Source: an optimization exercise on an open RTL-to-GDS flow (aim: small area and a short achievable clock period). Production flows keep margins and buffers that such runs may drop.
In this exercise RTL edits were held to simulation tests only and were not proved equivalent to the original.
The flow treats the clock pin as an ideal source, which a real chip does not have.

==> flow/design.v <==
module prng (
    input logic [31:0] seed,
    output logic [31:0] rand_num,
    input logic clk,
    input logic rst
);
    logic [31:0] state;
    wire [30:0] x = state[30:0];
    wire [30:0] xn = ~state[30:0];
    wire [30:0] nxt;
    wire s0; wire c0;
    assign s0 = 1'b1 ^ x[2] ^ xn[0];
    assign c0 = (1'b1 & x[2]) | (1'b1 & xn[0]) | (x[2] & xn[0]);
    wire s1; wire c1;
    assign s1 = 1'b1 ^ x[3] ^ xn[1];
    assign c1 = (1'b1 & x[3]) | (1'b1 & xn[1]) | (x[3] & xn[1]);
    wire s2; wire c2;
    fa u2 (.a(x[4]), .b(xn[2]), .c(xn[0]), .s(s2), .co(c2));
    wire s3; wire c3;
    fa u3 (.a(x[5]), .b(xn[3]), .c(xn[1]), .s(s3), .co(c3));
    wire s4; wire c4;
    assign s4 = 1'b0 ^ x[4] ^ x[2];
    assign c4 = (1'b0 & x[4]) | (1'b0 & x[2]) | (x[4] & x[2]);
    wire s5; wire c5;
    fa u5 (.a(x[6]), .b(c3), .c(~s4), .s(s5), .co(c5));
    wire s6; wire c6;
    fa u6 (.a(x[7]), .b(xn[5]), .c(xn[3]), .s(s6), .co(c6));
    wire s7; wire c7;
    fa u7 (.a(x[0]), .b(~c4), .c(s6), .s(s7), .co(c7));
    wire s8; wire c8;
    fa u8 (.a(x[8]), .b(xn[6]), .c(xn[4]), .s(s8), .co(c8));
    wire s9; wire c9;
    fa u9 (.a(x[1]), .b(c6), .c(s8), .s(s9), .co(c9));
    wire s10; wire c10;
    assign s10 = 1'b1 ^ x[9] ^ x[2];
    assign c10 = (1'b1 & x[9]) | (1'b1 & x[2]) | (x[9] & x[2]);
    wire s11; wire c11;
    fa u11 (.a(xn[7]), .b(xn[5]), .c(xn[0]), .s(s11), .co(c11));
    wire s12; wire c12;
    fa u12 (.a(c8), .b(s10), .c(s11), .s(s12), .co(c12));
    wire s13; wire c13;
    fa u13 (.a(xn[8]), .b(xn[6]), .c(xn[1]), .s(s13), .co(c13));
    wire s14; wire c14;
    fa u14 (.a(x[10]), .b(x[3]), .c(c10), .s(s14), .co(c14));
    wire s15; wire c15;
    fa u15 (.a(c11), .b(s13), .c(c12), .s(s15), .co(c15));
    wire s16; wire c16;
    fa u16 (.a(xn[9]), .b(xn[7]), .c(xn[2]), .s(s16), .co(c16));
    wire s17; wire c17;
    fa u17 (.a(x[11]), .b(x[4]), .c(c13), .s(s17), .co(c17));
    wire s18; wire c18;
    fa u18 (.a(s16), .b(c14), .c(s17), .s(s18), .co(c18));
    wire s19; wire c19;
    assign s19 = 1'b1 ^ x[12] ^ x[5];
    assign c19 = (1'b1 & x[12]) | (1'b1 & x[5]) | (x[12] & x[5]);
    wire s20; wire c20;
    fa u20 (.a(xn[10]), .b(xn[8]), .c(xn[3]), .s(s20), .co(c20));
    wire s21; wire c21;
    fa u21 (.a(x[0]), .b(c16), .c(s19), .s(s21), .co(c21));
    wire s22; wire c22;
    fa u22 (.a(s20), .b(c17), .c(s21), .s(s22), .co(c22));
    wire s23; wire c23;
    assign s23 = 1'b1 ^ x[13] ^ x[6];
    assign c23 = (1'b1 & x[13]) | (1'b1 & x[6]) | (x[13] & x[6]);
    wire s24; wire c24;
    fa u24 (.a(xn[11]), .b(xn[9]), .c(xn[4]), .s(s24), .co(c24));
    wire s25; wire c25;
    fa u25 (.a(x[1]), .b(c19), .c(c20), .s(s25), .co(c25));
    wire s26; wire c26;
    fa u26 (.a(s23), .b(s24), .c(c21), .s(s26), .co(c26));
    wire s27; wire c27;
    fa u27 (.a(s25), .b(c22), .c(s26), .s(s27), .co(c27));
    wire s28; wire c28;
    fa u28 (.a(x[14]), .b(x[7]), .c(x[2]), .s(s28), .co(c28));
    wire s29; wire c29;
    fa u29 (.a(xn[12]), .b(xn[10]), .c(xn[5]), .s(s29), .co(c29));
    wire s30; wire c30;
    fa u30 (.a(x[0]), .b(c23), .c(c24), .s(s30), .co(c30));
    wire s31; wire c31;
    fa u31 (.a(s28), .b(s29), .c(c25), .s(s31), .co(c31));
    wire s32; wire c32;
    fa u32 (.a(s30), .b(c26), .c(s31), .s(s32), .co(c32));
    wire s33; wire c33;
    fa u33 (.a(x[15]), .b(x[8]), .c(x[3]), .s(s33), .co(c33));
    wire s34; wire c34;
    fa u34 (.a(xn[13]), .b(xn[11]), .c(xn[6]), .s(s34), .co(c34));
    wire s35; wire c35;
    fa u35 (.a(x[1]), .b(c28), .c(c29), .s(s35), .co(c35));
    wire s36; wire c36;
    fa u36 (.a(s33), .b(s34), .c(c30), .s(s36), .co(c36));
    wire s37; wire c37;
    fa u37 (.a(s35), .b(c31), .c(s36), .s(s37), .co(c37));
    wire s38; wire c38;
    fa u38 (.a(x[16]), .b(x[9]), .c(x[4]), .s(s38), .co(c38));
    wire s39; wire c39;
    fa u39 (.a(xn[14]), .b(xn[12]), .c(xn[7]), .s(s39), .co(c39));
    wire s40; wire c40;
    fa u40 (.a(x[2]), .b(c33), .c(c34), .s(s40), .co(c40));
    wire s41; wire c41;
    fa u41 (.a(s38), .b(s39), .c(c35), .s(s41), .co(c41));
    wire s42; wire c42;
    fa u42 (.a(s40), .b(c36), .c(s41), .s(s42), .co(c42));
    wire s43; wire c43;
    assign s43 = 1'b1 ^ x[17] ^ x[10];
    assign c43 = (1'b1 & x[17]) | (1'b1 & x[10]) | (x[17] & x[10]);
    wire s44; wire c44;
    fa u44 (.a(xn[15]), .b(xn[13]), .c(xn[8]), .s(s44), .co(c44));
    wire s45; wire c45;
    fa u45 (.a(x[5]), .b(x[3]), .c(xn[0]), .s(s45), .co(c45));
    wire s46; wire c46;
    fa u46 (.a(c38), .b(c39), .c(s43), .s(s46), .co(c46));
    wire s47; wire c47;
    fa u47 (.a(s44), .b(s45), .c(c40), .s(s47), .co(c47));
    wire s48; wire c48;
    fa u48 (.a(s46), .b(c41), .c(s47), .s(s48), .co(c48));
    wire s49; wire c49;
    fa u49 (.a(x[18]), .b(x[11]), .c(x[6]), .s(s49), .co(c49));
    wire s50; wire c50;
    fa u50 (.a(xn[16]), .b(xn[14]), .c(xn[9]), .s(s50), .co(c50));
    wire s51; wire c51;
    fa u51 (.a(x[4]), .b(c43), .c(c44), .s(s51), .co(c51));
    wire s52; wire c52;
    fa u52 (.a(xn[1]), .b(c45), .c(s49), .s(s52), .co(c52));
    wire s53; wire c53;
    fa u53 (.a(s50), .b(c46), .c(s51), .s(s53), .co(c53));
    wire s54; wire c54;
    fa u54 (.a(s52), .b(c47), .c(s53), .s(s54), .co(c54));
    wire s55; wire c55;
    fa u55 (.a(x[19]), .b(x[12]), .c(x[7]), .s(s55), .co(c55));
    wire s56; wire c56;
    fa u56 (.a(xn[17]), .b(xn[15]), .c(xn[10]), .s(s56), .co(c56));
    wire s57; wire c57;
    fa u57 (.a(x[5]), .b(xn[2]), .c(x[0]), .s(s57), .co(c57));
    wire s58; wire c58;
    fa u58 (.a(c49), .b(c50), .c(s55), .s(s58), .co(c58));
    wire s59; wire c59;
    fa u59 (.a(s56), .b(s57), .c(c51), .s(s59), .co(c59));
    wire s60; wire c60;
    fa u60 (.a(c52), .b(s58), .c(c53), .s(s60), .co(c60));
    wire s61; wire c61;
    fa u61 (.a(s59), .b(c54), .c(s60), .s(s61), .co(c61));
    wire s62; wire c62;
    fa u62 (.a(x[20]), .b(x[13]), .c(x[8]), .s(s62), .co(c62));
    wire s63; wire c63;
    fa u63 (.a(xn[18]), .b(xn[16]), .c(xn[11]), .s(s63), .co(c63));
    wire s64; wire c64;
    fa u64 (.a(x[6]), .b(xn[3]), .c(x[1]), .s(s64), .co(c64));
    wire s65; wire c65;
    fa u65 (.a(c55), .b(c56), .c(c57), .s(s65), .co(c65));
    wire s66; wire c66;
    fa u66 (.a(s62), .b(s63), .c(s64), .s(s66), .co(c66));
    wire s67; wire c67;
    fa u67 (.a(c58), .b(s65), .c(s66), .s(s67), .co(c67));
    wire s68; wire c68;
    fa u68 (.a(c59), .b(s67), .c(c60), .s(s68), .co(c68));
    wire s69; wire c69;
    fa u69 (.a(x[21]), .b(x[14]), .c(x[9]), .s(s69), .co(c69));
    wire s70; wire c70;
    fa u70 (.a(xn[19]), .b(xn[17]), .c(xn[12]), .s(s70), .co(c70));
    wire s71; wire c71;
    fa u71 (.a(x[7]), .b(xn[4]), .c(x[2]), .s(s71), .co(c71));
    wire s72; wire c72;
    fa u72 (.a(c62), .b(c63), .c(c64), .s(s72), .co(c72));
    wire s73; wire c73;
    fa u73 (.a(s69), .b(s70), .c(s71), .s(s73), .co(c73));
    wire s74; wire c74;
    fa u74 (.a(c65), .b(c66), .c(s72), .s(s74), .co(c74));
    wire s75; wire c75;
    fa u75 (.a(s73), .b(c67), .c(s74), .s(s75), .co(c75));
    wire s76; wire c76;
    assign s76 = 1'b1 ^ x[22] ^ x[15];
    assign c76 = (1'b1 & x[22]) | (1'b1 & x[15]) | (x[22] & x[15]);
    wire s77; wire c77;
    fa u77 (.a(xn[20]), .b(xn[18]), .c(xn[13]), .s(s77), .co(c77));
    wire s78; wire c78;
    fa u78 (.a(x[10]), .b(x[8]), .c(x[3]), .s(s78), .co(c78));
    wire s79; wire c79;
    fa u79 (.a(xn[5]), .b(xn[0]), .c(c69), .s(s79), .co(c79));
    wire s80; wire c80;
    fa u80 (.a(c70), .b(c71), .c(s76), .s(s80), .co(c80));
    wire s81; wire c81;
    fa u81 (.a(s77), .b(s78), .c(c72), .s(s81), .co(c81));
    wire s82; wire c82;
    fa u82 (.a(c73), .b(s79), .c(s80), .s(s82), .co(c82));
    wire s83; wire c83;
    fa u83 (.a(c74), .b(s81), .c(s82), .s(s83), .co(c83));
    wire s84; wire c84;
    fa u84 (.a(x[23]), .b(x[16]), .c(x[11]), .s(s84), .co(c84));
    wire s85; wire c85;
    fa u85 (.a(xn[21]), .b(xn[19]), .c(xn[14]), .s(s85), .co(c85));
    wire s86; wire c86;
    fa u86 (.a(x[9]), .b(xn[6]), .c(x[4]), .s(s86), .co(c86));
    wire s87; wire c87;
    fa u87 (.a(xn[1]), .b(c76), .c(c77), .s(s87), .co(c87));
    wire s88; wire c88;
    fa u88 (.a(c78), .b(s84), .c(s85), .s(s88), .co(c88));
    wire s89; wire c89;
    fa u89 (.a(s86), .b(c79), .c(c80), .s(s89), .co(c89));
    wire s90; wire c90;
    fa u90 (.a(s87), .b(s88), .c(c81), .s(s90), .co(c90));
    wire s91; wire c91;
    fa u91 (.a(c82), .b(s89), .c(s90), .s(s91), .co(c91));
    wire s92; wire c92;
    fa u92 (.a(x[24]), .b(x[17]), .c(x[12]), .s(s92), .co(c92));
    wire s93; wire c93;
    fa u93 (.a(xn[22]), .b(xn[20]), .c(xn[15]), .s(s93), .co(c93));
    wire s94; wire c94;
    fa u94 (.a(x[10]), .b(xn[7]), .c(x[5]), .s(s94), .co(c94));
    wire s95; wire c95;
    fa u95 (.a(xn[2]), .b(c84), .c(c85), .s(s95), .co(c95));
    wire s96; wire c96;
    fa u96 (.a(c86), .b(s92), .c(s93), .s(s96), .co(c96));
    wire s97; wire c97;
    fa u97 (.a(s94), .b(c87), .c(c88), .s(s97), .co(c97));
    wire s98; wire c98;
    fa u98 (.a(s95), .b(s96), .c(c89), .s(s98), .co(c98));
    wire s99; wire c99;
    fa u99 (.a(s97), .b(c90), .c(s98), .s(s99), .co(c99));
    wire s100; wire c100;
    fa u100 (.a(x[25]), .b(x[18]), .c(x[13]), .s(s100), .co(c100));
    wire s101; wire c101;
    fa u101 (.a(xn[23]), .b(xn[21]), .c(xn[16]), .s(s101), .co(c101));
    wire s102; wire c102;
    fa u102 (.a(x[11]), .b(x[6]), .c(x[0]), .s(s102), .co(c102));
    wire s103; wire c103;
    fa u103 (.a(xn[8]), .b(xn[3]), .c(c92), .s(s103), .co(c103));
    wire s104; wire c104;
    fa u104 (.a(c93), .b(c94), .c(s100), .s(s104), .co(c104));
    wire s105; wire c105;
    fa u105 (.a(s101), .b(s102), .c(c95), .s(s105), .co(c105));
    wire s106; wire c106;
    fa u106 (.a(c96), .b(s103), .c(s104), .s(s106), .co(c106));
    wire s107; wire c107;
    fa u107 (.a(c97), .b(s105), .c(s106), .s(s107), .co(c107));
    wire s108; wire c108;
    fa u108 (.a(c98), .b(s107), .c(c99), .s(s108), .co(c108));
    wire s109; wire c109;
    fa u109 (.a(x[26]), .b(x[19]), .c(x[14]), .s(s109), .co(c109));
    wire s110; wire c110;
    fa u110 (.a(xn[24]), .b(xn[22]), .c(xn[17]), .s(s110), .co(c110));
    wire s111; wire c111;
    fa u111 (.a(x[12]), .b(x[7]), .c(x[1]), .s(s111), .co(c111));
    wire s112; wire c112;
    fa u112 (.a(xn[9]), .b(xn[4]), .c(c100), .s(s112), .co(c112));
    wire s113; wire c113;
    fa u113 (.a(c101), .b(c102), .c(s109), .s(s113), .co(c113));
    wire s114; wire c114;
    fa u114 (.a(s110), .b(s111), .c(c103), .s(s114), .co(c114));
    wire s115; wire c115;
    fa u115 (.a(c104), .b(s112), .c(s113), .s(s115), .co(c115));
    wire s116; wire c116;
    fa u116 (.a(c105), .b(s114), .c(c106), .s(s116), .co(c116));
    wire s117; wire c117;
    fa u117 (.a(s115), .b(c107), .c(s116), .s(s117), .co(c117));
    wire s118; wire c118;
    fa u118 (.a(x[27]), .b(x[20]), .c(x[15]), .s(s118), .co(c118));
    wire s119; wire c119;
    fa u119 (.a(xn[25]), .b(xn[23]), .c(xn[18]), .s(s119), .co(c119));
    wire s120; wire c120;
    fa u120 (.a(x[13]), .b(x[8]), .c(x[2]), .s(s120), .co(c120));
    wire s121; wire c121;
    fa u121 (.a(xn[10]), .b(xn[5]), .c(c109), .s(s121), .co(c121));
    wire s122; wire c122;
    fa u122 (.a(c110), .b(c111), .c(s118), .s(s122), .co(c122));
    wire s123; wire c123;
    fa u123 (.a(s119), .b(s120), .c(c112), .s(s123), .co(c123));
    wire s124; wire c124;
    fa u124 (.a(c113), .b(s121), .c(s122), .s(s124), .co(c124));
    wire s125; wire c125;
    fa u125 (.a(c114), .b(s123), .c(c115), .s(s125), .co(c125));
    wire s126; wire c126;
    fa u126 (.a(s124), .b(c116), .c(s125), .s(s126), .co(c126));
    wire s127; wire c127;
    fa u127 (.a(x[28]), .b(x[21]), .c(x[16]), .s(s127), .co(c127));
    wire s128; wire c128;
    fa u128 (.a(xn[26]), .b(xn[24]), .c(xn[19]), .s(s128), .co(c128));
    wire s129; wire c129;
    fa u129 (.a(x[14]), .b(x[9]), .c(x[3]), .s(s129), .co(c129));
    wire s130; wire c130;
    fa u130 (.a(xn[11]), .b(xn[6]), .c(c118), .s(s130), .co(c130));
    wire s131; wire c131;
    fa u131 (.a(c119), .b(c120), .c(s127), .s(s131), .co(c131));
    wire s132; wire c132;
    fa u132 (.a(s128), .b(s129), .c(c121), .s(s132), .co(c132));
    wire s133; wire c133;
    fa u133 (.a(c122), .b(s130), .c(s131), .s(s133), .co(c133));
    wire s134; wire c134;
    fa u134 (.a(c123), .b(s132), .c(c124), .s(s134), .co(c134));
    wire s135; wire c135;
    fa u135 (.a(s133), .b(c125), .c(s134), .s(s135), .co(c135));
    wire s136; wire c136;
    fa u136 (.a(x[29]), .b(x[22]), .c(x[17]), .s(s136), .co(c136));
    wire s137; wire c137;
    fa u137 (.a(xn[27]), .b(xn[25]), .c(xn[20]), .s(s137), .co(c137));
    wire s138; wire c138;
    fa u138 (.a(x[15]), .b(x[10]), .c(x[4]), .s(s138), .co(c138));
    wire s139; wire c139;
    fa u139 (.a(xn[12]), .b(xn[7]), .c(c127), .s(s139), .co(c139));
    wire s140; wire c140;
    fa u140 (.a(c128), .b(c129), .c(s136), .s(s140), .co(c140));
    wire s141; wire c141;
    fa u141 (.a(s137), .b(s138), .c(c130), .s(s141), .co(c141));
    wire s142; wire c142;
    fa u142 (.a(c131), .b(s139), .c(s140), .s(s142), .co(c142));
    wire s143; wire c143;
    fa u143 (.a(c132), .b(s141), .c(c133), .s(s143), .co(c143));
    wire s144; wire c144;
    fa u144 (.a(s142), .b(c134), .c(s143), .s(s144), .co(c144));
    wire s145;
    assign s145 = x[30] ^ x[23] ^ x[18];
    wire s146;
    assign s146 = x[28] ^ x[26] ^ x[21];
    wire s147;
    assign s147 = x[16] ^ x[11] ^ x[5];
    wire s148;
    assign s148 = xn[13] ^ xn[8] ^ x[0];
    wire s149;
    assign s149 = c136 ^ c137 ^ c138;
    wire s150;
    assign s150 = s145 ^ ~s146 ^ s147;
    wire s151;
    assign s151 = s148 ^ c139 ^ c140;
    wire s152;
    assign s152 = s149 ^ s150 ^ c141;
    wire s153;
    assign s153 = c142 ^ s151 ^ s152;
    wire s154;
    assign s154 = c143 ^ s153 ^ c144;
    wire [30:0] ra, rb;
    assign ra[0] = x[0];
    assign rb[0] = 1'b1;
    assign ra[1] = x[1];
    assign rb[1] = 1'b0;
    assign ra[2] = s0;
    assign rb[2] = 1'b0;
    assign ra[3] = c0;
    assign rb[3] = s1;
    assign ra[4] = c1;
    assign rb[4] = s2;
    assign ra[5] = c2;
    assign rb[5] = s3;
    assign ra[6] = s5;
    assign rb[6] = 1'b0;
    assign ra[7] = c5;
    assign rb[7] = s7;
    assign ra[8] = c7;
    assign rb[8] = s9;
    assign ra[9] = c9;
    assign rb[9] = s12;
    assign ra[10] = s14;
    assign rb[10] = s15;
    assign ra[11] = c15;
    assign rb[11] = s18;
    assign ra[12] = c18;
    assign rb[12] = s22;
    assign ra[13] = s27;
    assign rb[13] = 1'b0;
    assign ra[14] = c27;
    assign rb[14] = s32;
    assign ra[15] = c32;
    assign rb[15] = s37;
    assign ra[16] = c37;
    assign rb[16] = s42;
    assign ra[17] = c42;
    assign rb[17] = s48;
    assign ra[18] = c48;
    assign rb[18] = s54;
    assign ra[19] = s61;
    assign rb[19] = 1'b0;
    assign ra[20] = c61;
    assign rb[20] = s68;
    assign ra[21] = c68;
    assign rb[21] = s75;
    assign ra[22] = c75;
    assign rb[22] = s83;
    assign ra[23] = c83;
    assign rb[23] = s91;
    assign ra[24] = c91;
    assign rb[24] = s99;
    assign ra[25] = s108;
    assign rb[25] = 1'b0;
    assign ra[26] = c108;
    assign rb[26] = s117;
    assign ra[27] = c117;
    assign rb[27] = s126;
    assign ra[28] = c126;
    assign rb[28] = s135;
    assign ra[29] = c135;
    assign rb[29] = s144;
    assign ra[30] = s154;
    assign rb[30] = 1'b0;
    wire [30:0] g0 = ra & rb;
    wire [30:0] p0 = ra ^ rb;
    wire gg1 = g0[1] | (p0[1] & g0[0]);
    wire gg2 = g0[2] | (p0[2] & gg1);
    wire gg3 = g0[3] | (p0[3] & g0[2]);
    wire pp3 = p0[3] & p0[2];
    wire gg4 = gg3 | (pp3 & gg1);
    wire gg5 = g0[4] | (p0[4] & g0[3]);
    wire pp5 = p0[4] & p0[3];
    wire gg6 = gg5 | (pp5 & gg2);
    wire gg7 = g0[5] | (p0[5] & g0[4]);
    wire pp7 = p0[5] & p0[4];
    wire gg8 = gg7 | (pp7 & g0[3]);
    wire pp8 = pp7 & p0[3];
    wire gg9 = gg8 | (pp8 & gg2);
    wire gg10 = g0[6] | (p0[6] & gg9);
    wire gg11 = g0[7] | (p0[7] & g0[6]);
    wire pp11 = p0[7] & p0[6];
    wire gg12 = gg11 | (pp11 & gg9);
    wire gg13 = g0[8] | (p0[8] & g0[7]);
    wire pp13 = p0[8] & p0[7];
    wire gg14 = gg13 | (pp13 & gg10);
    wire gg15 = g0[9] | (p0[9] & g0[8]);
    wire pp15 = p0[9] & p0[8];
    wire gg16 = gg15 | (pp15 & gg11);
    wire pp16 = pp15 & pp11;
    wire gg17 = gg16 | (pp16 & gg9);
    wire gg18 = g0[10] | (p0[10] & gg15);
    wire pp18 = p0[10] & pp15;
    wire gg19 = gg18 | (pp18 & gg12);
    wire gg20 = g0[11] | (p0[11] & g0[10]);
    wire pp20 = p0[11] & p0[10];
    wire gg21 = gg20 | (pp20 & gg17);
    wire gg22 = g0[12] | (p0[12] & gg20);
    wire pp22 = p0[12] & pp20;
    wire gg23 = gg22 | (pp22 & gg17);
    wire gg24 = g0[13] | (p0[13] & gg23);
    wire gg25 = g0[14] | (p0[14] & g0[13]);
    wire pp25 = p0[14] & p0[13];
    wire gg26 = gg25 | (pp25 & gg23);
    wire gg27 = g0[15] | (p0[15] & g0[14]);
    wire pp27 = p0[15] & p0[14];
    wire gg28 = gg27 | (pp27 & g0[13]);
    wire pp28 = pp27 & p0[13];
    wire gg29 = gg28 | (pp28 & gg23);
    wire gg30 = g0[16] | (p0[16] & g0[15]);
    wire pp30 = p0[16] & p0[15];
    wire gg31 = gg30 | (pp30 & g0[14]);
    wire pp31 = pp30 & p0[14];
    wire gg32 = gg31 | (pp31 & gg24);
    wire gg33 = g0[17] | (p0[17] & g0[16]);
    wire pp33 = p0[17] & p0[16];
    wire gg34 = gg33 | (pp33 & gg27);
    wire pp34 = pp33 & pp27;
    wire gg35 = gg34 | (pp34 & gg24);
    wire gg36 = g0[18] | (p0[18] & g0[17]);
    wire pp36 = p0[18] & p0[17];
    wire gg37 = gg36 | (pp36 & gg30);
    wire pp37 = pp36 & pp30;
    wire gg38 = gg37 | (pp37 & gg26);
    wire gg39 = g0[18] | (p0[18] & gg33);
    wire pp39 = p0[18] & pp33;
    wire gg40 = g0[19] | (p0[19] & gg39);
    wire pp40 = p0[19] & pp39;
    wire gg41 = gg40 | (pp40 & gg29);
    wire gg42 = g0[20] | (p0[20] & g0[19]);
    wire pp42 = p0[20] & p0[19];
    wire gg43 = gg42 | (pp42 & gg38);
    wire gg44 = g0[21] | (p0[21] & g0[20]);
    wire pp44 = p0[21] & p0[20];
    wire gg45 = gg44 | (pp44 & g0[19]);
    wire pp45 = pp44 & p0[19];
    wire gg46 = gg45 | (pp45 & gg38);
    wire gg47 = g0[22] | (p0[22] & g0[21]);
    wire pp47 = p0[22] & p0[21];
    wire gg48 = gg47 | (pp47 & gg42);
    wire pp48 = pp47 & pp42;
    wire gg49 = gg48 | (pp48 & gg38);
    wire gg50 = g0[23] | (p0[23] & g0[22]);
    wire pp50 = p0[23] & p0[22];
    wire gg51 = gg50 | (pp50 & gg44);
    wire pp51 = pp50 & pp44;
    wire gg52 = gg51 | (pp51 & gg41);
    wire gg53 = g0[24] | (p0[24] & g0[23]);
    wire pp53 = p0[24] & p0[23];
    wire gg54 = gg53 | (pp53 & gg47);
    wire pp54 = pp53 & pp47;
    wire gg55 = gg54 | (pp54 & gg43);
    wire gg56 = g0[24] | (p0[24] & gg50);
    wire pp56 = p0[24] & pp50;
    wire gg57 = g0[25] | (p0[25] & gg56);
    wire pp57 = p0[25] & pp56;
    wire gg58 = gg57 | (pp57 & gg46);
    wire gg59 = g0[26] | (p0[26] & g0[25]);
    wire pp59 = p0[26] & p0[25];
    wire gg60 = gg59 | (pp59 & gg55);
    wire gg61 = g0[27] | (p0[27] & g0[26]);
    wire pp61 = p0[27] & p0[26];
    wire gg62 = gg61 | (pp61 & g0[25]);
    wire pp62 = pp61 & p0[25];
    wire gg63 = gg62 | (pp62 & gg55);
    wire gg64 = g0[28] | (p0[28] & g0[27]);
    wire pp64 = p0[28] & p0[27];
    wire gg65 = gg64 | (pp64 & g0[26]);
    wire pp65 = pp64 & p0[26];
    wire gg66 = gg65 | (pp65 & g0[25]);
    wire pp66 = pp65 & p0[25];
    wire gg67 = gg66 | (pp66 & gg55);
    wire gg68 = g0[29] | (p0[29] & g0[28]);
    wire pp68 = p0[29] & p0[28];
    wire gg69 = gg68 | (pp68 & g0[27]);
    wire pp69 = pp68 & p0[27];
    wire gg70 = gg69 | (pp69 & gg59);
    wire pp70 = pp69 & pp59;
    wire gg71 = gg70 | (pp70 & gg55);
    wire gg72 = g0[30] | (p0[30] & gg69);
    wire pp72 = p0[30] & pp69;
    wire gg73 = gg72 | (pp72 & gg60);
    assign nxt[0] = p0[0];
    assign nxt[1] = p0[1] ^ g0[0];
    assign nxt[2] = p0[2] ^ gg1;
    assign nxt[3] = p0[3] ^ gg2;
    assign nxt[4] = p0[4] ^ gg4;
    assign nxt[5] = p0[5] ^ gg6;
    assign nxt[6] = p0[6] ^ gg9;
    assign nxt[7] = p0[7] ^ gg10;
    assign nxt[8] = p0[8] ^ gg12;
    assign nxt[9] = p0[9] ^ gg14;
    assign nxt[10] = p0[10] ^ gg17;
    assign nxt[11] = p0[11] ^ gg19;
    assign nxt[12] = p0[12] ^ gg21;
    assign nxt[13] = p0[13] ^ gg23;
    assign nxt[14] = p0[14] ^ gg24;
    assign nxt[15] = p0[15] ^ gg26;
    assign nxt[16] = p0[16] ^ gg29;
    assign nxt[17] = p0[17] ^ gg32;
    assign nxt[18] = p0[18] ^ gg35;
    assign nxt[19] = p0[19] ^ gg38;
    assign nxt[20] = p0[20] ^ gg41;
    assign nxt[21] = p0[21] ^ gg43;
    assign nxt[22] = p0[22] ^ gg46;
    assign nxt[23] = p0[23] ^ gg49;
    assign nxt[24] = p0[24] ^ gg52;
    assign nxt[25] = p0[25] ^ gg55;
    assign nxt[26] = p0[26] ^ gg58;
    assign nxt[27] = p0[27] ^ gg60;
    assign nxt[28] = p0[28] ^ gg63;
    assign nxt[29] = p0[29] ^ gg67;
    assign nxt[30] = p0[30] ^ gg71;
    always_ff @(posedge clk) begin
        if (rst) begin
            state <= seed;
        end else begin
            state <= {1'b0, nxt};
        end
        rand_num <= state;
    end
endmodule
module fa (
    input  logic a,
    input  logic b,
    input  logic c,
    output logic s,
    output logic co
);
    assign s = a ^ b ^ c;
    assign co = (a & b) | (a & c) | (b & c);
endmodule
==> flow/flow/run.sh <==
#!/bin/bash
# Standard layout, but with the smallest buffer on each port.
cp standard.sh standard_copy.txt
export BUFFER_PORTS_ARGS="-buffer_cell sky130_fd_sc_hd__buf_1"
bash standard.sh > standard.log 2>&1
==> flow/standard.sh <==
#!/bin/bash
# synth_recipe.tcl (not shown) runs the flow's synth.tcl, then flattens the netlist and writes it again
# the make line also repeats each setting of config.mk as NAME=value (left out here)
make -C /OpenROAD-flow-scripts/flow DESIGN_CONFIG=/design/flow/config.mk WORK_HOME=/design/flow/orfs CLKGATE_MAP_FILE= SYNTH_SCRIPT=/design/flow/synth_recipe.tcl "${@:-finish}"
==> flow/config.mk <==
export PLATFORM = sky130hd
export DESIGN_NAME = prng
export DESIGN_NICKNAME = prng
export VERILOG_FILES = /design/flow/design.v
export SDC_FILE = /design/flow/constraint.sdc
export NUM_CORES = 4
export LEC_CHECK = 0
export CAP_MARGIN = 20
export CORE_MARGIN = 2
export CORE_UTILIZATION = 50
export SETUP_SLACK_MARGIN = 2.0
export SLEW_MARGIN = 20
export SYNTH_HIERARCHICAL = 1
==> flow/constraint.sdc <==
create_clock -name core_clock -period 7.0 [get_ports {clk}]
set_input_delay 1.4000 -clock core_clock [delete_from_list [all_inputs] [get_ports {clk}]]
set_output_delay 1.4000 -clock core_clock [all_outputs]
set_load 0.01 [all_outputs]
==> flow_summary.yaml, run 1 <==
outcome:
  status: "no timing/DRC/antenna violations"
sta:
  fin_skew_ns: 0.00732
  setup_tns_ns: 0
  hold_violations: 0
  clock.fmax_mhz: 207
  fin_crit_ns: 4.83
  finalMaxSlewViolations: 0
  rsz0062_at_grt: "true"
  timing.final.setup_violations: 0
  max-slew-margin-rel: 0.619
  tightest_slew_ns: 0.572
  post-route-period-util: 0.691
final_layout:
  drive_above_1_share: 0.0989
  multi_input_area_um2: 4380
  nNetsFinal: 747
  area_growth_pct: 13.5
  fill_cells: 994
  diodes: 0
  ff_latch_area_um2: 1310
  stdcell_area_um2: 6670
yosys:
  synth_cell_types: 45
  synth-seq-cells: 64
  synth_top_area_frac: 0.467
  netlist_top_cells_count: "137 x fa_1, 64 x dfxtp_1, 48 x inv_1"
  syn_area_um2: 5870
  async_flop_share: 0
  synth-edff-count: 0
  yosys_warnings: 7
  synth_seq_area_share: 0.218
  syn_area_per_cell_um2: 12.6
  synth_area_leaders: "fa_1 47%, dfxtp_1 22%, ha_1 7.5%, xnor2_1 3.6%, inv_1 3.1%"
  syn-num-nets: 672
  yosysMostFrequentCell: "fa_1"
  yosysTopAreaCell: "fa_1"
  synth_top_flop_cell: "dfxtp_1"
  syn_inst: 466
placed_design:
  placement.io_buffers: 65
  post-dp-hpwl_um: 11500
  gp_congestion: 0.905
  placed_area_um2: 6280
critical_path:
  crit_end: "state[30]"
  cp-end-kind: "flop"
  r2r_end: "state[30]"
  cp.required_ns: 7.27
  critical_path_class: "flop to flop"
  startpoint: "state[3]"
  start_kind: "flop"
  rr_worst_depth: 13
  arrival_ns: 5.11
  reg2reg_slack_ns: 2.17
  rr_startpoint: "state[3]"
  crit_path_max_fanout: 7
global_routing:
  use_met1: 0.367
  grt_pass1_wl_um: 23200
  grtUsageMet3: 0.0643
  top_usage_layer: "met2"
  met2_usage: 0.376
  antenna_found_initial: 0
  overflow: 0
  grt_pass1_vias: 4087
  track_usage: 0.250
  grt_max_degree: 62
die:
  initial_core_util: 0.514
  num_rows: 39
  die_h_um: 112
  die_w_um: 112
  io_pins: 66
  dieArea_um2: 12600
  core_area_um2: 11400
detailed_routing:
  wl_per_cell_um: 20.3
  first_pass_iters: 10
  drc: 0
  drt_iter0_markers: 206
  viasPerCell: 5.32
  drt_wl_total_um: 14000
  vias: 3665
  drtAntennaViolNets: 0
clock_network:
  cts_buffers: 9
  clkLatencyLatePin_ns: 0.34
  clkTransAtPathRegs_ns: 0.06
  cts_max_path_buffers: 2
  cts_tree: "yes"
  cts.sinks: 64
  cts_root_buffer: "clkbuf_16"
  cts_max_level: 3
worst_hold_path:
  hold_path.class: "flop to flop"
run:
  drv_cap: 0
## Yosys stat by module, one instance, submodules excluded
module | times used | flip-flops and latches | cells | area [um^2]
prng | 1 | 64 | 329 | 3130
fa | 137 | 0 | 1 | 20.0
## cells by family (layout without fill, tap and decap cells)
family                     count (synthesis)  after routing  synth area share
AOI/OAI and AO/OA                         81             81            0.0933
xor gates and xnor gates                  33             33            0.0547
adders and majority gates                172            172             0.541
buffers and inverters                     55            135            0.0358
DFF                                       64             64             0.218
muxes                                      4              4           0.00767
and+or+nand+nor                           57             57            0.0490
## worst max-delay path, cell delays in order, from the launching register on
cell	delay [ns]
dfxtp_2	0.56
clkinvlp_4	0.28
fa_1	0.46
fa_1	0.41
fa_1	0.42
fa_1	0.54
fa_1	0.43
ha_1	0.35
a21o_1	0.17
a21oi_1	0.16
o21ai_1	0.21
o211a_1	0.33
o2111a_1	0.27
nor3_2	0.16
## layout by cell type, fill, tap and decap left out, types with 3 or more instances in the layout
cell | Yosys | final
a21o_1 | 10 | 10
ha_1 | 35 | 35
o21ai_0 | 16 | 16
o21ai_1 | 4 | 4
nor3b_1 | 3 | 3
xnor2_1 | 24 | 24
clkinv_4 | 0 | 3
fa_1 | 137 | 137
mux2_2 | 4 | 4
o21a_1 | 8 | 8
o31ai_1 | 10 | 10
nand2_1 | 29 | 29
a21oi_1 | 16 | 16
clkbuf_16 | 0 | 9
buf_1 | 0 | 64
o211ai_1 | 3 | 3
nor3_1 | 9 | 9
inv_1 | 48 | 46
dfxtp_2 | 0 | 16
xor2_1 | 7 | 7
buf_4 | 1 | 6
dfxtp_1 | 64 | 47
## routing by layer
metal,up-vias,wire length (um)
met5,-,0
met4,0,163
met3,16,1060
met2,128,6640
met1,1832,6130
li1,1689,-
## per-stage QoR
| stage | setup slack [ns] | util | hold slack [ns] | std cells |
|---|---|---|---|---|
| 2_1_floorplan | 2.72 | - | 0.310 | 466 |
| 3_3_place_gp | 1.80 | 0.550 | 0.318 | 668 |
| 3_5_place_dp | 1.81 | 0.550 | 0.313 | 668 |
| 4_1_cts | 2.04 | 0.578 | 0.332 | 684 |
| 5_1_grt | 1.98 | 0.584 | 0.340 | 689 |
| 6_report | 2.17 | 0.584 | 0.331 | 689 |
## timing repair
action / in CTS / in global routing
hold buffers: 0 / 0
setup endpoints to repair: 6 / 10
pin swaps: 0 / 0
setup buffers: 0 / 5
gates resized for setup: 3 / 17
## worst min-delay path by stage
stage | slack, ns | cells after the start | end | startpoint
after floorplan | 0.31 | 0 | rand_num[31] | state[31]
after global placement | 0.32 | 0 | rand_num[31] | state[31]
after detailed placement | 0.31 | 0 | rand_num[31] | state[31]
after CTS | 0.33 | 0 | rand_num[31] | state[31]
after global routing | 0.34 | 0 | rand_num[31] | state[31]
final | 0.33 | 0 | rand_num[31] | state[31]
## flip-flops by register name, summed over array words and instances (netlist names)
register and cells:
rand_num 32, state 32
## layout make-up
class / instances / area share
flip-flops and latches: 64 / 0.196
clock inverters: 7 / 0.0145
repair buffers: 71 / 0.0435
multi-input cells: 347 / 0.657
clock buffers: 9 / 0.0338
inverters: 48 / 0.0282
well taps: 143 / 0.0268
==> run 2: changes to the inputs <==
==> flow/flow/run.sh (replaced) <==
#!/bin/bash
# Standard layout with two changes: the smallest buffer on each port, and
# useful clock skew between registers after clock tree synthesis (skew.tcl).
export BUFFER_PORTS_ARGS="-buffer_cell sky130_fd_sc_hd__buf_1"
export POST_CTS_TCL="$PWD/flow/skew.tcl"
bash standard.sh > standard.log 2>&1
==> flow/flow/skew.py (new file) <==
#!/usr/bin/env python3
"""Plan a later clock arrival for registers (useful skew).

usage: skew.py PATHS PERIOD

PATHS holds lines "kind from to slack" as skew.tcl writes them. A delay D[r]
(>= 0) on register r's clock changes a register-to-register path s->e by
D[s] - D[e]. The plan finds the smallest period T such that:
  setup   (PERIOD - slack) + D[s] - D[e] <= T      for register pairs
  hold    slack + D[s] - D[e] >= HOLD_MARGIN
  output  (PERIOD - slack) + D[s] <= T            (the skew may only hurt)
  input   (PERIOD - slack) <= T                   (no gain from the skew)
  D[r] <= DMAX
and prints, for each register that needs a delay, a chain of delay cells.
"""
import sys

DMAX = 1.2
HOLD_MARGIN = 0.2
# cells and the delay each adds in front of one register's clock pin (ns)
CELLS = [
    ('sky130_fd_sc_hd__clkbuf_1', 0.09, 3.75),
    ('sky130_fd_sc_hd__dlygate4sd1_1', 0.20, 8.76),
    ('sky130_fd_sc_hd__clkdlybuf4s50_1', 0.46, 10.01),
]

path_file, period = sys.argv[1], float(sys.argv[2])
setup, hold, outp, inp, inhold = {}, {}, {}, {}, {}
regs = set()
for line in open(path_file):
    f = line.split()
    if len(f) != 4:
        continue
    kind, s, e, sl = f[0], f[1], f[2], float(f[3])
    if kind == 'max':
        setup[(s, e)] = min(setup.get((s, e), 1e9), sl)
        regs.update((s, e))
    elif kind == 'min':
        hold[(s, e)] = min(hold.get((s, e), 1e9), sl)
        regs.update((s, e))
    elif kind == 'outmax':
        outp[s] = min(outp.get(s, 1e9), sl)
        regs.add(s)
    elif kind == 'inmax':
        inp[e] = min(inp.get(e, 1e9), sl)
        regs.add(e)
    elif kind == 'inmin':
        inhold[e] = min(inhold.get(e, 1e9), sl)
        regs.add(e)
regs = sorted(regs)
idx = {r: i + 1 for i, r in enumerate(regs)}


def solve(T):
    # difference constraints x[b] >= x[a] + w as edges (a, b, w); longest path
    edges = []
    for r in regs:
        ub = DMAX
        if r in inhold:
            ub = min(ub, inhold[r] - HOLD_MARGIN)
        if r in outp:
            ub = min(ub, T - (period - outp[r]))
        if ub < 0:
            return None
        edges.append((0, idx[r], 0.0))
        edges.append((idx[r], 0, -ub))
    for (s, e), sl in setup.items():
        d = period - sl
        if s == e:
            if d > T:
                return None
            continue
        edges.append((idx[s], idx[e], d - T))
    for (s, e), sl in hold.items():
        if s == e:
            continue
        # D[e] - D[s] <= sl - margin
        edges.append((idx[e], idx[s], -(sl - HOLD_MARGIN)))
    for e, sl in inp.items():
        if period - sl > T:
            return None
    n = len(regs) + 1
    x = [0.0] + [-1e18] * (n - 1)
    for it in range(n + 1):
        changed = False
        for a, b, w in edges:
            if x[a] > -1e17 and x[a] + w > x[b] + 1e-9:
                x[b] = x[a] + w
                changed = True
        if not changed:
            return {r: x[idx[r]] for r in regs}
        if x[0] > 1e-9:
            return None
    return None


t0 = max(period - sl for sl in setup.values())
lo, hi = 0.0, t0
if solve(hi) is None:
    print(f'# no skew plan (T0 {t0:.3f})')
    sys.exit(0)
for _ in range(40):
    m = (lo + hi) / 2
    if solve(m) is None:
        lo = m
    else:
        hi = m
T = hi
D = solve(T)
print(f'# period without skew {t0:.3f}, with skew {T:.3f}')


def chain(delta):
    # fewest-area chain of cells whose delay is closest to delta
    best = None
    for a in range(0, 4):
        for b in range(0, 4):
            for c in range(0, 4):
                if a + b + c == 0 or a + b + c > 4:
                    continue
                n = (a, b, c)
                d = sum(k * cell[1] for k, cell in zip(n, CELLS))
                area = sum(k * cell[2] for k, cell in zip(n, CELLS))
                cost = abs(d - delta) + 0.004 * area
                if best is None or cost < best[0]:
                    best = (cost, n)
    out = []
    for k, cell in zip(best[1], CELLS):
        out += [cell[0]] * k
    return out


for r in regs:
    d = D[r]
    if d < 0.06:
        continue
    print('delay', r, f'{d:.3f}', ' '.join(chain(d)))
==> flow/flow/skew.tcl (new file) <==
# Useful clock skew between registers, run after clock tree synthesis
# (POST_CTS_TCL). It measures the worst setup and hold slack of every
# register-to-register path, and the worst slack of every path from an input
# and to an output, then asks skew.py for a later clock arrival for each
# register that shortens the period set by the register-to-register paths.
# Paths from the inputs and to the outputs get no gain from it: an input path
# must meet that period without the skew, and an output path must meet it with
# the skew. The delays are made by clock buffers put in front of the
# registers' clock pins.

set skew_dir [file dirname [info script]]
set_propagated_clock [all_clocks]
estimate_parasitics -placement

set regs [all_registers -cells]
set clkpin [dict create]
set dpin [dict create]
foreach r $regs {
  set n [get_full_name $r]
  foreach p [get_pins -of_objects $r] {
    set pn [get_property $p lib_pin_name]
    if { $pn == "CLK" } { dict set clkpin $n $p }
    if { $pn == "D" } { dict set dpin $n $p }
  }
}

set f [open skew_paths.txt w]
foreach r $regs {
  set n [get_full_name $r]
  set cp [dict get $clkpin $n]
  foreach {kind pd} {max max min min} {
    set paths [find_timing_paths -from $cp -path_delay $pd \
      -group_path_count 10000 -endpoint_path_count 1 -unique_paths_to_endpoint]
    foreach p $paths {
      set ep [get_property $p endpoint]
      set epn [get_full_name $ep]
      if { [get_property $ep direction] == "output" } {
        puts $f "out$kind $n - [get_property $p slack]"
      } else {
        set einst [get_full_name [get_cells -of_objects $ep]]
        puts $f "$kind $n $einst [get_property $p slack]"
      }
    }
  }
  set dp [dict get $dpin $n]
  foreach {kind pd} {inmax max inmin min} {
    set paths [find_timing_paths -from [all_inputs] -to $dp -path_delay $pd]
    foreach p $paths {
      puts $f "$kind - $n [get_property $p slack]"
    }
  }
}
close $f

set period [get_property [lindex [all_clocks] 0] period]
exec python3 $skew_dir/skew.py skew_paths.txt $period > skew_plan.txt
puts "skew plan:"
puts [exec cat skew_plan.txt]

set block [ord::get_db_block]
set nbuf 0
foreach line [split [exec cat skew_plan.txt] "\n"] {
  if { [llength $line] < 3 || [lindex $line 0] != "delay" } { continue }
  set n [lindex $line 1]
  set cells [lrange $line 3 end]
  set inst [$block findInst $n]
  set loc [$inst getLocation]
  foreach cell $cells {
    set p [dict get $clkpin $n]
    set net [get_nets -of_objects $p]
    insert_buffer -buffer_cell $cell -net $net -load_pins [list $p] \
      -location [list [ord::dbu_to_microns [lindex $loc 0]] \
        [ord::dbu_to_microns [lindex $loc 1]]] \
      -buffer_name skewbuf_$nbuf -net_name skewnet_$nbuf
    set bnet [$block findNet skewnet_$nbuf]
    if { $bnet != "NULL" } { $bnet setSigType CLOCK }
    incr nbuf
  }
}
puts "skew buffers inserted: $nbuf"

detailed_placement
check_placement -verbose
estimate_parasitics -placement
report_worst_slack -max
report_worst_slack -min
--- a/flow/config.mk
+++ b/flow/config.mk
@@ -7,7 +7,7 @@
 export LEC_CHECK = 0
 export CAP_MARGIN = 20
 export CORE_MARGIN = 2
-export CORE_UTILIZATION = 50
+export CORE_UTILIZATION = 60
 export SETUP_SLACK_MARGIN = 2.0
 export SLEW_MARGIN = 20
 export SYNTH_HIERARCHICAL = 1
==> flow_summary.yaml, run 2 <==
die:
  num_rows: 36
  io_pins: 66
  die_w_um: 103
  die_h_um: 103
  initial_core_util: 0.609
yosys:
  synth_top_flop_cell: "dfxtp_1"
  syn_area_per_cell_um2: 12.6
  yosys_warnings: 7
  synth_cell_types: 45
  yosysMostFrequentCell: "fa_1"
  synth_seq_area_share: 0.218
  synth_area_leaders: "fa_1 47%, dfxtp_1 22%, ha_1 7.5%, xnor2_1 3.6%, inv_1 3.1%"
  synth-seq-cells: 64
  async_flop_share: 0
  yosysTopAreaCell: "fa_1"
  netlist_top_cells_count: "137 x fa_1, 64 x dfxtp_1, 48 x inv_1"
  syn_area_um2: 5870
  syn_inst: 466
  synth_top_area_frac: 0.467
  syn-num-nets: 672
  synth-edff-count: 0
placed_design:
  post-dp-hpwl_um: 11400
  gp_congestion: 0.966
  placement.io_buffers: 65
outcome:
  error: "Error: cts.tcl, 90 couldn't open \"skew_paths.txt\": read-only file system"
  stop_stage: "clock tree synthesis (4_1_cts)"
  status: "did not finish"
clock_network:
  cts.sinks: 64
-- run 2: cell counts after synthesis --
Identical to the previous run, type by type.
-- run 2: cell families after synthesis --
family / after synthesis / synth area share
xor+xnor: 33 / 0.0547
simple gates: 57 / 0.0490
buf+inv: 55 / 0.0358
flops: 64 / 0.218
mux: 4 / 0.00767
fa+ha+maj: 172 / 0.541
compound gates: 81 / 0.0933
-- run 2: metrics by stage --
step	worst slack (ns)	instance area (um^2)	hold WS (ns)	utilization	std cells
after floorplan	2.72	5870	0.310	-	466
after global placement	1.97	6260	0.317	0.649	657
after detailed placement	1.94	6260	0.318	0.649	657
-- run 2: how the worst max path moves through the flow --
stage                            to  slack, ns  startpoint
after detailed placement  state[18]       1.94    state[0]
after global placement    state[18]       1.97    state[0]
after floorplan           state[30]       2.72   state[11]
-- run 2: Yosys stat by module, one instance, submodules excluded --
module | flops+latches | cells inside
prng | 64 | 329
fa | 0 | 1
==> run 3: changes to the inputs <==
--- a/flow/flow/skew.tcl
+++ b/flow/flow/skew.tcl
@@ -8,7 +8,8 @@
 # the skew. The delays are made by clock buffers put in front of the
 # registers' clock pins.
 
-set skew_dir [file dirname [info script]]
+set skew_dir [file dirname [file normalize [info script]]]
+set work_dir [file dirname $skew_dir]
 set_propagated_clock [all_clocks]
 estimate_parasitics -placement
 
@@ -24,7 +25,7 @@
   }
 }
 
-set f [open skew_paths.txt w]
+set f [open $work_dir/skew_paths.txt w]
 foreach r $regs {
   set n [get_full_name $r]
   set cp [dict get $clkpin $n]
@@ -53,13 +54,13 @@
 close $f
 
 set period [get_property [lindex [all_clocks] 0] period]
-exec python3 $skew_dir/skew.py skew_paths.txt $period > skew_plan.txt
+exec python3 $skew_dir/skew.py $work_dir/skew_paths.txt $period > $work_dir/skew_plan.txt
 puts "skew plan:"
-puts [exec cat skew_plan.txt]
+puts [exec cat $work_dir/skew_plan.txt]
 
 set block [ord::get_db_block]
 set nbuf 0
-foreach line [split [exec cat skew_plan.txt] "\n"] {
+foreach line [split [exec cat $work_dir/skew_plan.txt] "\n"] {
   if { [llength $line] < 3 || [lindex $line 0] != "delay" } { continue }
   set n [lindex $line 1]
   set cells [lrange $line 3 end]
==> flow_summary.yaml, run 3 <==
outcome:
  error: "Error: cts.tcl, 90 invalid command name \"NULL\""
  status: "did not finish"
  stop_stage: "clock tree synthesis (4_1_cts)"
yosys:
  yosys_warnings: 7
  yosysTopAreaCell: "fa_1"
  synth_seq_area_share: 0.218
  synth-edff-count: 0
  syn_area_um2: 5870
  syn_inst: 466
  synth-seq-cells: 64
  netlist_top_cells_count: "137 x fa_1, 64 x dfxtp_1, 48 x inv_1"
  synth_area_leaders: "fa_1 47%, dfxtp_1 22%, ha_1 7.5%, xnor2_1 3.6%, inv_1 3.1%"
  synth_top_area_frac: 0.467
  synth_top_flop_cell: "dfxtp_1"
  syn_area_per_cell_um2: 12.6
  async_flop_share: 0
  yosysMostFrequentCell: "fa_1"
  synth_cell_types: 45
  syn-num-nets: 672
placed_design:
  post-dp-hpwl_um: 11400
  pre_cts_ws_ns: 1.94
  gp_congestion: 0.966
  placement.io_buffers: 65
die:
  die_w_um: 103
  num_rows: 36
  io_pins: 66
  initial_core_util: 0.609
  die_h_um: 103
clock_network:
  cts.sinks: 64
[run 3: worst max path at each step]
stage | startpoint | end | slack [ns] | cells past startpoint
3_3_place_gp | state[0] | state[18] | 1.97 | 17
3_5_place_dp | state[0] | state[18] | 1.94 | 17
2_1_floorplan | state[11] | state[30] | 2.72 | 13
[run 3: modules after synthesis (local to each module, per instance)]
module | flops+latches | area [um^2] | copies in the design
fa | 0 | 20.0 | 137
prng | 64 | 3130 | 1
[run 3: logic make-up after synthesis]
| family | share of synthesized area |
|---|---|
| DFF | 0.218 |
| adders and majority gates | 0.541 |
| buffers and inverters | 0.0358 |
| xor gates and xnor gates | 0.0547 |
| and+or+nand+nor | 0.0490 |
| AOI/OAI and AO/OA | 0.0933 |
| muxes | 0.00767 |
[run 3: metrics by stage]
step,utilization,hold slack [ns],cells,instance area (um^2)
3_5_place_dp,0.649,0.318,657,6260
3_3_place_gp,0.649,0.317,657,6260
2_1_floorplan,-,0.310,466,5870
==> run 4: changes to the inputs <==
--- a/flow/flow/skew.tcl
+++ b/flow/flow/skew.tcl
@@ -16,8 +16,10 @@
 set regs [all_registers -cells]
 set clkpin [dict create]
 set dpin [dict create]
+set cellof [dict create]
 foreach r $regs {
   set n [get_full_name $r]
+  dict set cellof $n $r
   foreach p [get_pins -of_objects $r] {
     set pn [get_property $p lib_pin_name]
     if { $pn == "CLK" } { dict set clkpin $n $p }
@@ -64,7 +66,7 @@
   if { [llength $line] < 3 || [lindex $line 0] != "delay" } { continue }
   set n [lindex $line 1]
   set cells [lrange $line 3 end]
-  set inst [$block findInst $n]
+  set inst [sta::sta_to_db_inst [dict get $cellof $n]]
   set loc [$inst getLocation]
   foreach cell $cells {
     set p [dict get $clkpin $n]
@@ -74,7 +76,7 @@
         [ord::dbu_to_microns [lindex $loc 1]]] \
       -buffer_name skewbuf_$nbuf -net_name skewnet_$nbuf
     set bnet [$block findNet skewnet_$nbuf]
-    if { $bnet != "NULL" } { $bnet setSigType CLOCK }
+    if { $bnet ne "NULL" && $bnet ne "" } { $bnet setSigType CLOCK }
     incr nbuf
   }
 }
==> flow_summary.yaml, run 4 <==
clock_network:
  clkLatencyLatePin_ns: 1.42
  clkTransAtPathRegs_ns: 0.07
  cts_tree: "yes"
  cts.sinks: 64
critical_path:
  cp-end-kind: "flop"
  crit_chain: "inv_1 -> fa_1 -> fa_1 -> fa_1 -> ha_1 -> nand3_1 -> nor2b_1 -> a2bb2oi_2 -> nand2_1 -> ha_1 -> a21o_1 -> a21o_1 -> a21oi_1 -> nor2b_1 -> nor2_1 -> xor2_1 -> o21ai_0"
  critical_path_class: "flop to flop"
  crit_path_max_fanout: 7
  critical-path-top-delay-family: "adder cells"
  crit_slowest_cell: "dfxtp_1"
  cp.required_ns: 7.76
  critPathBufInv: 1
  start_kind: "flop"
  crit_top_cell: "fa_1"
  critical-path-max-stage-delay_ns: 0.71
  arrival_ns: 5.16
final_layout:
  nNetsFinal: 772
  reg_top3: "rand_num: 32 flops, state: 32 flops"
  layout_commonest_cell: "fa_1"
  drive_above_1_share: 0.0490
  final_cells: 704
  final_util: 0.697
  multi_input_area_um2: 4380
  ff_latch_area_um2: 1280
  diodes: 0
  area_growth_pct: 14.3
  mostFrequentLayoutCells: "137 x fa_1, 64 x buf_1, 63 x dfxtp_1, 48 x inv_1, 35 x ha_1"
  fill_cells: 737
die:
  io_pins: 66
  die_h_um: 103
  dieArea_um2: 10600
  core_area_um2: 9640
  initial_core_util: 0.609
  num_rows: 36
  die_w_um: 103
yosys:
  synth-edff-count: 0
  async_flop_share: 0
  synth_top_area_frac: 0.467
  synth_area_leaders: "fa_1 47%, dfxtp_1 22%, ha_1 7.5%, xnor2_1 3.6%, inv_1 3.1%"
  synth-seq-cells: 64
  yosys_warnings: 7
  netlist_top_cells_count: "137 x fa_1, 64 x dfxtp_1, 48 x inv_1"
  syn_area_per_cell_um2: 12.6
  syn_inst: 466
  yosysMostFrequentCell: "fa_1"
  synth_seq_area_share: 0.218
  yosysTopAreaCell: "fa_1"
  syn_area_um2: 5870
  syn-num-nets: 672
  synth_top_flop_cell: "dfxtp_1"
  synth_cell_types: 45
sta:
  finalMaxSlewViolations: 0
  clock.fmax_mhz: 227
  tightest_slew_ns: 0.978
  post-route-period-util: 0.629
  setup_tns_ns: 0
  hold_ws_ns: 0.187
  fin_skew_ns: 1.07
  hold_violations: 0
  max-slew-margin-rel: 0.348
  timing.final.setup_violations: 0
  rsz0062_at_grt: "false"
  fin_crit_ns: 4.40
detailed_routing:
  drt_iter0_markers: 200
  first_pass_iters: 4
  viasPerCell: 5.42
  drt_wl_total_um: 14000
  vias: 3814
  drtAntennaViolNets: 0
  drc: 0
  wl_per_cell_um: 19.8
placed_design:
  gp_congestion: 0.966
  placement.io_buffers: 65
  placedCellCount: 657
  post-dp-hpwl_um: 11400
global_routing:
  grt_pass1_vias: 4164
  top_usage_layer: "met1"
  overflow: 0
  met2_usage: 0.433
  grtUsageMet3: 0.0902
  antenna_found_initial: 0
  track_usage: 0.305
  grt_max_degree: 62
  use_met1: 0.435
  grt_pass1_wl_um: 22600
worst_hold_path:
  hold_path.class: "primary input to flop"
outcome:
  status: "no timing/DRC/antenna violations"
run:
  drv_cap: 0
## run 4: cell counts after synthesis
No cell type changed its count.
## run 4: metrics by stage
stage | cell area (um^2) | setup WS (ns)
after floorplan | 5870 | 2.72
after global placement | 6260 | 1.97
after detailed placement | 6260 | 1.94
after global routing | 6710 | 2.37
final | 6710 | 2.60
## run 4: final timing paths
check                               from   endpoint  slack, ns  cells after the start
worst min-delay path            seed[29]  state[29]       0.19                      3
worst min register to register  state[0]  state[30]       0.30                      6
worst max-delay path            state[5]  state[18]       2.60                     17
worst max register to register  state[5]  state[18]       2.60                     17
## run 4: final cells by class, clock buffers not listed
type                            instances  share of cell area
Clock inverter                          2             0.00895
Inverter                               48              0.0268
Multi-Input combinational cell        347               0.653
Sequential cell                        64               0.191
Tap cell                              133              0.0248
Timing Repair Buffer                   65              0.0365
## run 4: logic make-up after synthesis
family,after synthesis,share of synthesized area
xor gates and xnor gates,33,0.0547
buffers and inverters,55,0.0358
adders and majority gates,172,0.541
DFF,64,0.218
and+or+nand+nor,57,0.0490
muxes,4,0.00767
AOI/OAI and AO/OA,81,0.0933
## run 4: per-module statistics from Yosys, one instance, submodules excluded
module / flip-flops and latches / cell area, um^2 / times used
prng: 64 / 3130 / 1
fa: 0 / 20.0 / 137
## run 4: per-layer routing
| metal | vias to the layer above | part of all wire |
|---|---|---|
| li1 | 1732 | - |
| met1 | 1868 | 0.41 |
| met2 | 186 | 0.45 |
| met3 | 28 | 0.12 |
| met4 | 0 | 0.023 |
| met5 | - | 0 |
## run 4: worst reg2reg max path, delay by kind of cell, from the launching register on
kind / cells / cell delay [ns]
compound gates: 5 / 0.98
xor+xnor: 1 / 0.17
fa+ha+maj: 5 / 1.98
buf+inv: 1 / 0.40
flops: 1 / 0.71
simple gates: 5 / 0.56
==> run 5: changes to the inputs <==
--- a/flow/config.mk
+++ b/flow/config.mk
@@ -8,6 +8,6 @@
 export CAP_MARGIN = 20
 export CORE_MARGIN = 2
 export CORE_UTILIZATION = 60
-export SETUP_SLACK_MARGIN = 2.0
+export SETUP_SLACK_MARGIN = 2.6
 export SLEW_MARGIN = 20
 export SYNTH_HIERARCHICAL = 1
==> flow_summary.yaml, run 5 <==
die:
  dieArea_um2: 10600
  io_pins: 66
  die_w_um: 103
  core_area_um2: 9640
  num_rows: 36
  die_h_um: 103
  initial_core_util: 0.609
critical_path:
  reg2reg_slack_ns: 2.93
  rr_worst_depth: 15
  cp-end-kind: "flop"
  critical_path_class: "flop to flop"
  rr_startpoint: "state[6]"
  arrival_ns: 4.46
  cp.required_ns: 7.39
  startpoint: "state[6]"
  crit_end: "state[17]"
  crit_path_max_fanout: 6
  start_kind: "flop"
  r2r_end: "state[17]"
detailed_routing:
  first_pass_iters: 4
  drt_wl_total_um: 14700
  drtAntennaViolNets: 0
  viasPerCell: 5.46
  vias: 3987
  drc: 0
  drt_iter0_markers: 160
  wl_per_cell_um: 20.1
placed_design:
  placement.io_buffers: 65
  placed_area_um2: 6260
  post-dp-hpwl_um: 11400
  gp_congestion: 0.966
yosys:
  synth_cell_types: 45
  synth_compound_area_frac: 0.0933
  syn_area_um2: 5870
  syn-num-nets: 672
  synthMuxAreaShare: 0.00767
  synth-edff-count: 0
  async_flop_share: 0
  syn_area_per_cell_um2: 12.6
  synth_top_flop_cell: "dfxtp_1"
  synth_top_family_by_area: "adder cells"
  synthXorXnorAreaFrac: 0.0547
  syn_inst: 466
  yosys_warnings: 7
  netlist_top_cells_count: "137 x fa_1, 64 x dfxtp_1, 48 x inv_1"
  synth_seq_area_share: 0.218
  synth-seq-cells: 64
  synth-simple-area-share: 0.0490
  yosysTopAreaCell: "fa_1"
  yosysMostFrequentCell: "fa_1"
  synth_area_leaders: "fa_1 47%, dfxtp_1 22%, ha_1 7.5%, xnor2_1 3.6%, inv_1 3.1%"
  yosys.area_share.adder: 0.541
  synth_top_area_frac: 0.467
outcome:
  status: "no timing/DRC/antenna violations"
final_layout:
  nNetsFinal: 798
  reg_top3: "rand_num: 32 flops, state: 32 flops"
  fill_cells: 693
  drive_above_1_share: 0.171
  area_growth_pct: 20.6
  layout_commonest_cell: "fa_1"
  stdcell_area_um2: 7080
  mostFrequentLayoutCells: "137 x fa_1, 64 x buf_1, 38 x dfxtp_1, 34 x inv_1, 33 x ha_1"
  diodes: 0
clock_network:
  cts_tree: "yes"
  cts.sinks: 64
  clkLatencyLatePin_ns: 1.55
  clkTransAtPathRegs_ns: 0.07
global_routing:
  grt_pass1_wl_um: 23600
  overflow: 0
  grt_max_degree: 62
  grt_pass1_vias: 4304
  track_usage: 0.320
  antenna_found_initial: 0
sta:
  max-slew-margin-rel: 0.335
  post-route-period-util: 0.581
  finalMaxSlewViolations: 0
  rsz0062_at_grt: "false"
  clock.fmax_mhz: 246
  tightest_slew_ns: 0.998
  setup_tns_ns: 0
  fin_crit_ns: 4.07
  hold_violations: 0
  timing.final.setup_violations: 0
  fin_skew_ns: 1.20
worst_hold_path:
  hold_path.class: "flop to flop"
run:
  drv_cap: 0
-- run 5: layout make-up, clock buffers not listed --
class / count / area (um^2) / area share
clock inverters: 2 / 60.1 / 0.00848
inverters: 48 / 225 / 0.0318
multi-input cells: 347 / 4440 / 0.627
flip-flops and latches: 64 / 1360 / 0.192
well taps: 133 / 166 / 0.0235
repair buffers: 94 / 463 / 0.0653
-- run 5: cells by family (layout without fill, tap and decap cells) --
kind of cell	Yosys count	after routing
buf+inv	55	186
mux	4	4
compound gates	81	81
xor+xnor	33	33
flops	64	64
fa+ha+maj	172	172
simple gates	57	57
-- run 5: worst min path at each step --
stage | depth (start not counted) | slack (ns) | from | to
floorplan | 0 | 0.31 | state[31] | rand_num[31]
global placement | 0 | 0.32 | state[31] | rand_num[31]
detailed placement | 0 | 0.32 | state[31] | rand_num[31]
global route | 3 | 0.14 | seed[30] | state[30]
finish | 6 | 0.13 | state[0] | state[30]
-- run 5: critical path: stages (launching register included) --
cell and delay, ns:
dfxtp_4 0.44, clkinvlp_4 0.28, fa_1 0.51, fa_1 0.45, fa_1 0.46, ha_1 0.34, nand3_1 0.18, nor2b_1 0.10
a2bb2oi_4 0.21, nand2_1 0.09, ha_1 0.22, a21o_1 0.18, a21o_1 0.16, a21oi_1 0.22, xor2_1 0.17, o21ai_0 0.08
-- run 5: layer usage --
layer,track usage,vias to the layer above,share of wire
met1,0.432,1979,0.41
met4,0.165,0,0.040
li1,-,1786,-
met3,0.114,41,0.095
met2,0.459,181,0.45
met5,0,-,0
-- run 5: metrics by stage --
step | util | hold slack [ns] | cells | worst slack, ns
finish | 0.735 | 0.127 | 730 | 2.93
floorplan | - | 0.310 | 466 | 2.72
global route | 0.735 | 0.137 | 730 | 2.71
global placement | 0.649 | 0.317 | 657 | 1.97
detailed placement | 0.649 | 0.318 | 657 | 1.94
-- run 5: Yosys stat by module, one instance, submodules excluded --
module | flops+latches | cells inside
fa | 0 | 1
prng | 64 | 329

-- port drivers added, routing unchanged --
Ports are ideal in the flow. The routed layouts listed here were re-timed in OpenROAD. Step 1: set_driving_cell puts a clkbuf_16 on clk and a buf_2 on each other input, an assumption about the parent block. Step 2, shift: input delay + t, output delay - t, t = (earliest + latest rising clock arrival at the registers) / 2. This alone moves slack from input paths to output paths. Slacks: ideal / step 1 / step 2; pairs: ideal / step 1.
| run | t (ns) | setup slack, ns | latest minus earliest clock arrival (ns) | worst data-port slew with drivers (ns) |
|---|---|---|---|---|
| run 1 | 0.378 | 2.165 / 2.165 / 2.165 | 0.008 / 0.007 | 0.03 |
| run 4 | 0.924 | 2.600 / 2.600 / 2.600 | 1.072 / 1.072 | 0.03 |
| run 5 | 0.986 | 2.932 / 2.931 / 2.931 | 1.196 / 1.196 | 0.03 |
Clock arrivals are far apart in run 4 and run 5, so t is only a midpoint there and step 2 fits no single register. For run 5, which loses most, drivers alone change the setup slack by -0.001 ns; drivers and shift together by -0.001 ns.
